From an optimization exercise on the open Yosys and OpenROAD flow, aimed at small area, a short achievable clock period and few clock cycles per item; shortcuts taken in it are not production practice. Only simulation tests tie the RTL to the original design; equivalence was not proved. No driver is modelled on the clock port, so clock power and skew are understated where the tree is cut down; a real chip needs a root buffer or a tree. No activity file was given, so power comes from the tool's default toggle rates.

Design main, start of the top module:
module main(
	input rst_i,
	input clk_i,
	input [7 : 0] a_in,
	input [7 : 0] b_in,
	output busy_out,
	output [15 : 0] y_out
);
    wire [2:0] g;
    cbrt cbrt1(.b(b_in), .g(g));
    wire [9:0] t = {2'b00, a_in} + {1'b0, a_in, 1'b0};     
    wire [4:0] s = {1'b0, t[3:0]} + {1'b0, g, 1'b0};        
    reg [5:0] q;
    reg e;
    reg [3:0] lo;
    always @(posedge clk_i)
        if (rst_i) begin
            q <= t[9:4];
            e <= s[4];
            lo <= s[3:0];
        end
    assign busy_out = 1'b0;
    assign y_out = {6'd0, q + {5'd0, e}, lo};
endmodule
Size: roughly 120 cells after synthesis, ~11 flip-flops, roughly 880 um^2 of cells after synthesis.
clock: 5.0 ns
lec_check: 0
cap_margin: 20
core_area: 2.5 2.5 59.5 59.5
cts_cluster_diameter: 100
cts_cluster_size: 30
die_area: 0 0 62 62
slew_margin: 20
standard.sh (not shown) runs the stock make flow with config.mk's settings and CLKGATE_MAP_FILE= SYNTH_SCRIPT=/design/flow/synth_recipe.tcl, a recipe that flattens the netlist after the stock synthesis.
==> flow/flow/run.sh <==
#!/bin/bash
# Own flow: the standard layout (standard.sh) with two changes:
#  - synthesis runs flow/synth.tcl: ORFS's synthesis with the same passes and
#    register names, but without full-adder extraction and with ABC mapping by
#    flow/abc.script;
#  - the port buffers are the smallest buffer (buf_1).
# Each step's full log is in orfs/logs/; make's output is in standard.log.
set -euo pipefail
here=$(pwd)
export MY_ABC_SCRIPT=$here/flow/abc.script
bash standard.sh "SYNTH_SCRIPT=$here/flow/synth.tcl" \
  "BUFFER_PORTS_ARGS=-buffer_cell sky130_fd_sc_hd__buf_1" finish > standard.log 2>&1
==> flow/flow/abc.script <==
strash; dch; map -D 1200; topo; buffer -c; upsize -D 1200 -c; dnsize -D 1200 -c
==> flow/flow/synth.tcl <==
# ORFS synthesis as synth_recipe.tcl runs it, but with extract_fa skipped and
# abc given the script named by MY_ABC_SCRIPT.
proc synth {args} { yosys synth -nofsm -noshare {*}$args }
proc extract_fa {args} { puts "extract_fa: skipped by my_synth.tcl" }
proc abc {args} {
  set i [lsearch -exact $args -script]
  if {$i >= 0} { lset args [expr {$i + 1}] $::env(MY_ABC_SCRIPT) }
  puts "abc (my_synth.tcl): $args"
  yosys abc {*}$args
}
source $::env(SCRIPTS_DIR)/synth.tcl
# left out here: clear keep_hierarchy, flatten, clean up, hide names made inside functions, write 1_2_yosys.v
The baseline finished with timing, DRC and antenna clean.
Testbench counts at the start, summed over its fixed seeds: cycles 2,400, items 2,400.
==> next run, changes <==
CTS_BUF_LIST = sky130_fd_sc_hd__clkbuf_2   (was default)
After rerunning:
- clock-buffer cell count does not change
- wire length is about the same
- synthesized area does not change
- combinational power hardly moves
- worst setup slack is better by 0.0031 ns
- clock power shrinks by about a fifth
- sequential power is about the same
- utilization drops by 0.20 points
==> next run, changes <==
CTS_BUF_LIST = default   (was sky130_fd_sc_hd__clkbuf_2)
CTS_CLUSTER_DIAMETER = default   (was 100)
CTS_CLUSTER_SIZE = default   (was 30)
Outcome: The new run passed the timing, design-rule and antenna checks. Die area does not change. First-iteration DRC count stays the same. Non-clock buffer count stays the same. Clock power is higher by about 20%. Maximum frequency stays flat. Routed wire length is about the same. Global-route usage does not change. Cell count stays the same. Clock-buffer cell count does not change. Worst hold slack gets worse by 0.011 ns. Sequential share of layout area fell by 0.19 points.
==> next run, changes <==
SETUP_SLACK_MARGIN = 2.8   (was default)
What happened:
- setup slack improves by 0.13 ns
- utilization climbs by 3.8 points
- synthesized area stays the same
- routed wire length goes up by 8.8%
- maximum frequency is higher by 6.0%
- cell area increases by 11%
- clock power is higher by about 1%
- power increases by 7.2%
- critical path depth stays the same
- global-route usage is higher by 1.0 points
==> next run, changes <==
SETUP_SLACK_MARGIN = 2.5   (was 2.8)
After rerunning: The changed run finished with timing, DRC and antenna clean. Combinational power drops by 17%. Sequential share of layout area came out higher by 3.2 points. Critical path depth stays the same. First-iteration DRC count drops by 30%. Total power goes down by 6.6%. Setup slack loses 0.086 ns. Cell area came out lower by 10%. Synthesized cell count is unchanged. Clock power is lower by about 1%. Sequential cell count stays the same. Utilization came out lower by 3.7 points.

* * *

Setup of run 1:
main again, from the RTL that the note above started with.
==> flow/design.v (excerpt) <==
module main(
	input rst_i,
	input clk_i,
	input [7 : 0] a_in,
	input [7 : 0] b_in,
	output busy_out,
	output [15 : 0] y_out
);
clock: 5.0 ns
lec_check: 0
cap_margin: 20
core_area: 2.5 2.5 59.5 59.5
die_area: 0 0 62 62
place_density: 0.8
slew_margin: 20
==> flow/flow/run.sh <==
#!/bin/bash
# Own flow: the standard layout (standard.sh) with these changes:
#  - the port buffers are the smallest buffer (buf_1);
#  - the one tie cell of the netlist drives all constant outputs
#    (SKIP_REPAIR_TIE_FANOUT);
#  - CTS (CTS_ARGS) adds no dummy load, and after it the root clock buffer
#    drives all flip-flops, with the leaf buffers under it removed
#    (flow/one_clkbuf.tcl), so every register's clock arrives alike.
# make's output goes to standard.log, each ORFS step's log to orfs/logs/.
set -euo pipefail
here=$(pwd)
bash standard.sh "SYNTH_NETLIST_FILES=$here/flow/netlist.v" \
  "BUFFER_PORTS_ARGS=-buffer_cell sky130_fd_sc_hd__buf_1" \
  SKIP_REPAIR_TIE_FANOUT=1 "POST_CTS_TCL=$here/flow/one_clkbuf.tcl" \
  "CTS_ARGS=-sink_clustering_enable -sink_clustering_size 50 -sink_clustering_max_diameter 500 -repair_clock_nets -dont_use_dummy_load -root_buf sky130_fd_sc_hd__clkbuf_4 -buf_list sky130_fd_sc_hd__clkbuf_4" finish > standard.log 2>&1
==> flow/flow/one_clkbuf.tcl <==
# POST_CTS_TCL: drive every flip-flop from the root clock buffer that CTS made,
# and remove the leaf buffers below it (a two-level tree for 11 sinks). All
# registers stay on one buffer, so their clock arrival stays the same.
set block [ord::get_db_block]
set root ""
set leaves {}
foreach inst [$block getInsts] {
  set m [[$inst getMaster] getName]
  if {![string match "sky130_fd_sc_hd__clkbuf_*" $m]} { continue }
  set a [$inst findITerm A]
  set anet [$a getNet]
  if {$anet ne "NULL" && [$anet getName] eq "clk_i"} { set root $inst } else { lappend leaves $inst }
}
if {$root eq ""} { error "one_clkbuf.tcl: no root clock buffer on clk_i" }
set rootnet [[$root findITerm X] getNet]
foreach leaf $leaves {
  set a [$leaf findITerm A]
  if {[$a getNet] ne $rootnet} { continue }
  set onet [[$leaf findITerm X] getNet]
  foreach it [$onet getITerms] {
    if {[$it getInst] eq $leaf} { continue }
    $it disconnect
    $it connect $rootnet
  }
  puts "one_clkbuf.tcl: removed [$leaf getName], its sinks now on [$rootnet getName]"
  $a disconnect
  odb::dbInst_destroy $leaf
  odb::dbNet_destroy $onet
}
estimate_parasitics -placement
report_checks -path_delay min_max -format end -group_path_count 3
Other scripts of this flow, unchanged in this note and not shown: flow/flow/netlist.v
Run 1 finished all stages; the layout is clean.
Testbench counts of run 1, summed over its fixed seeds: cycles 2,400, items 2,400.
#### Input delta (run 2 over run 1)
- removing PLACE_DENSITY (formerly 0.8)
==> flow/flow/run.sh <==
#!/bin/bash
# Own flow: the standard layout (standard.sh) with these changes:
#  - the port buffers are the smallest buffer (buf_1);
#  - the one tie cell of the netlist drives all constant outputs
#    (SKIP_REPAIR_TIE_FANOUT).
# make's output goes to standard.log, each ORFS step's log to orfs/logs/.
set -euo pipefail
here=$(pwd)
bash standard.sh "SYNTH_NETLIST_FILES=$here/flow/netlist.v" \
  "BUFFER_PORTS_ARGS=-buffer_cell sky130_fd_sc_hd__buf_1" \
  SKIP_REPAIR_TIE_FANOUT=1 \
  "CTS_ARGS=-sink_clustering_enable -sink_clustering_size 50 -sink_clustering_max_diameter 500 -repair_clock_nets -dont_use_dummy_load -root_buf sky130_fd_sc_hd__clkbuf_4 -buf_list sky130_fd_sc_hd__clkbuf_4" finish > standard.log 2>&1
removed: flow/flow/one_clkbuf.tcl
### Flow results
- Looking at the reports, run 2 completed the entire flow and the layout it produced met the timing, design-rule and antenna checks.
- Of run 2 and run 1, the lower final core utilization belongs to run 1.
- Run 2 vs run 1: proportion of power drawn by combinational gates down in run 2
- Comparing run 2 and run 1, the lower clock-buffer cell count was measured on run 1.
- Global-route usage, run 2 and run 1, lower one = run 1.
- Changes observed in run 2 relative to run 1: final cell count climbed 1.3%, final cycle utilization of the critical path climbed 1.4 points, worst slew margin relative to its limit dropped 1.0 points, number of DRC violations after detailed-routing iteration 0 dropped 8.3%.
Relative to run 2, the following input files were edited for run 3:
==> flow/flow/run.sh <==
#!/bin/bash
# Own flow: the standard layout (standard.sh) with these changes:
#  - the port buffers are the smallest buffer (buf_1);
#  - the one tie cell of the netlist drives all constant outputs
#    (SKIP_REPAIR_TIE_FANOUT);
#  - CTS (CTS_ARGS) adds no dummy load, and after it the root clock buffer
#    drives all flip-flops, with the leaf buffers under it removed
#    (flow/one_clkbuf.tcl), so every register's clock arrives alike.
# make's output goes to standard.log, each ORFS step's log to orfs/logs/.
set -euo pipefail
here=$(pwd)
bash standard.sh "SYNTH_NETLIST_FILES=$here/flow/netlist.v" \
  "BUFFER_PORTS_ARGS=-buffer_cell sky130_fd_sc_hd__buf_1" \
  SKIP_REPAIR_TIE_FANOUT=1 "POST_CTS_TCL=$here/flow/one_clkbuf.tcl" \
  "CTS_ARGS=-sink_clustering_enable -sink_clustering_size 50 -sink_clustering_max_diameter 500 -repair_clock_nets -dont_use_dummy_load -root_buf sky130_fd_sc_hd__clkbuf_4 -buf_list sky130_fd_sc_hd__clkbuf_4" finish > standard.log 2>&1
==> flow/flow/one_clkbuf.tcl (new file) <==
# POST_CTS_TCL: drive every flip-flop from the root clock buffer that CTS made,
# and remove the leaf buffers below it (a two-level tree for 11 sinks). All
# registers stay on one buffer, so their clock arrival stays the same.
set block [ord::get_db_block]
set root ""
set leaves {}
foreach inst [$block getInsts] {
  set m [[$inst getMaster] getName]
  if {![string match "sky130_fd_sc_hd__clkbuf_*" $m]} { continue }
  set a [$inst findITerm A]
  set anet [$a getNet]
  if {$anet ne "NULL" && [$anet getName] eq "clk_i"} { set root $inst } else { lappend leaves $inst }
}
if {$root eq ""} { error "one_clkbuf.tcl: no root clock buffer on clk_i" }
set rootnet [[$root findITerm X] getNet]
foreach leaf $leaves {
  set a [$leaf findITerm A]
  if {[$a getNet] ne $rootnet} { continue }
  set onet [[$leaf findITerm X] getNet]
  foreach it [$onet getITerms] {
    if {[$it getInst] eq $leaf} { continue }
    $it disconnect
    $it connect $rootnet
  }
  puts "one_clkbuf.tcl: removed [$leaf getName], its sinks now on [$rootnet getName]"
  $a disconnect
  odb::dbInst_destroy $leaf
  odb::dbNet_destroy $onet
}
estimate_parasitics -placement
report_checks -path_delay min_max -format end -group_path_count 3
## What came out
In the final design statistics, run 3 uses fewer standard cells in total than run 2.
Growth of design area from synthesis to finish, run 3 and run 2: larger value in run 2
Run 3 vs run 2: total length of routed wires down slightly
Compared with run 2, in run 3 clock power dropped about 45%, all-layer global routing usage barely changed, wire length of the first global-routing pass dropped 4.9%.
Comparing run 2 with run 3, the area of the multi-input gates came out essentially unchanged.
Compare run 3 and run 2 | met3 track demand over resource in global routing higher: run 2
Type of the setup path with the least slack = flop to output pin: run 2; type of the setup path with the least slack = input pin to flop: run 3
Comparing the two runs side by side, run 3 comes out ahead of run 2 on post-route cell area.
Of run 3 and run 2, the higher relative max-transition margin belongs to run 3.
The following lists how run 4 was set up differently from run 3:
- PLACE_DENSITY now 0.9, previously not set
Notes after the runs:
b_in[5] as the first element of the critical path was reported by run 3, and q[0] by run 4.
From run 3 to run 4 the numbers moved as follows: maximum frequency increased by about 1.4% relative to the old numbers; wire length of the first global-routing pass decreased by 120 um relative to the old numbers; clock period minus worst slack decreased by 31 ps relative to the old numbers; worst setup slack increased by 31 ps relative to the old numbers; number of buffers and inverters on the critical path closely matched the old numbers.

-- port drivers added, routing unchanged --
How much do the figures lean on ideal ports? The routed layouts below were timed once more, with nothing changed but the port constraints.
Step 1: set_driving_cell puts a clkbuf_16 on clk_i and a buf_2 on each other input, an assumption about the parent block.
Step 2 times the ports against the registers' clock, not the clock port: input delays grow and output delays shrink by t, the midpoint of the rising clock arrivals with the driver on.
Slacks: ideal ports / drivers / drivers and shift; pairs: ideal ports / drivers.
| run | shift t [ns] | setup slack, ns | worst setup path at the end | worst slew at a driven data input, ns | cell pins on the clock port's net |
|---|---|---|---|---|---|
| the first run of note 1 | 0.277 | 2.642 / 2.620 / 2.493 | input to register | 0.04 | 1 |
| the second run of note 1 | 0.260 | 2.645 / 2.623 / 2.500 | input to register | 0.04 | 1 |
| the third run of note 1 | 0.277 | 2.642 / 2.620 / 2.493 | input to register | 0.04 | 1 |
| the fourth run of note 1 | 0.278 | 2.776 / 2.755 / 2.525 | input to register | 0.05 | 1 |
| the fifth run of note 1 | 0.277 | 2.690 / 2.668 / 2.493 | input to register | 0.04 | 1 |
| run 1 | 0.171 | 2.808 / 2.793 / 2.688 | input to register | 0.03 | 1 |
| run 2 | 0.266 | 2.741 / 2.723 / 2.622 | input to register | 0.03 | 1 |
| run 3 | 0.174 | 2.804 / 2.799 / 2.628 | input to register | 0.03 | 1 |
| run 4 | 0.173 | 2.835 / 2.819 / 2.681 | input to register | 0.03 | 1 |
After both steps every run listed still meets setup and hold. For the fourth run of note 1, which loses most, drivers alone change the setup slack by -0.021 ns; drivers and shift together by -0.251 ns.
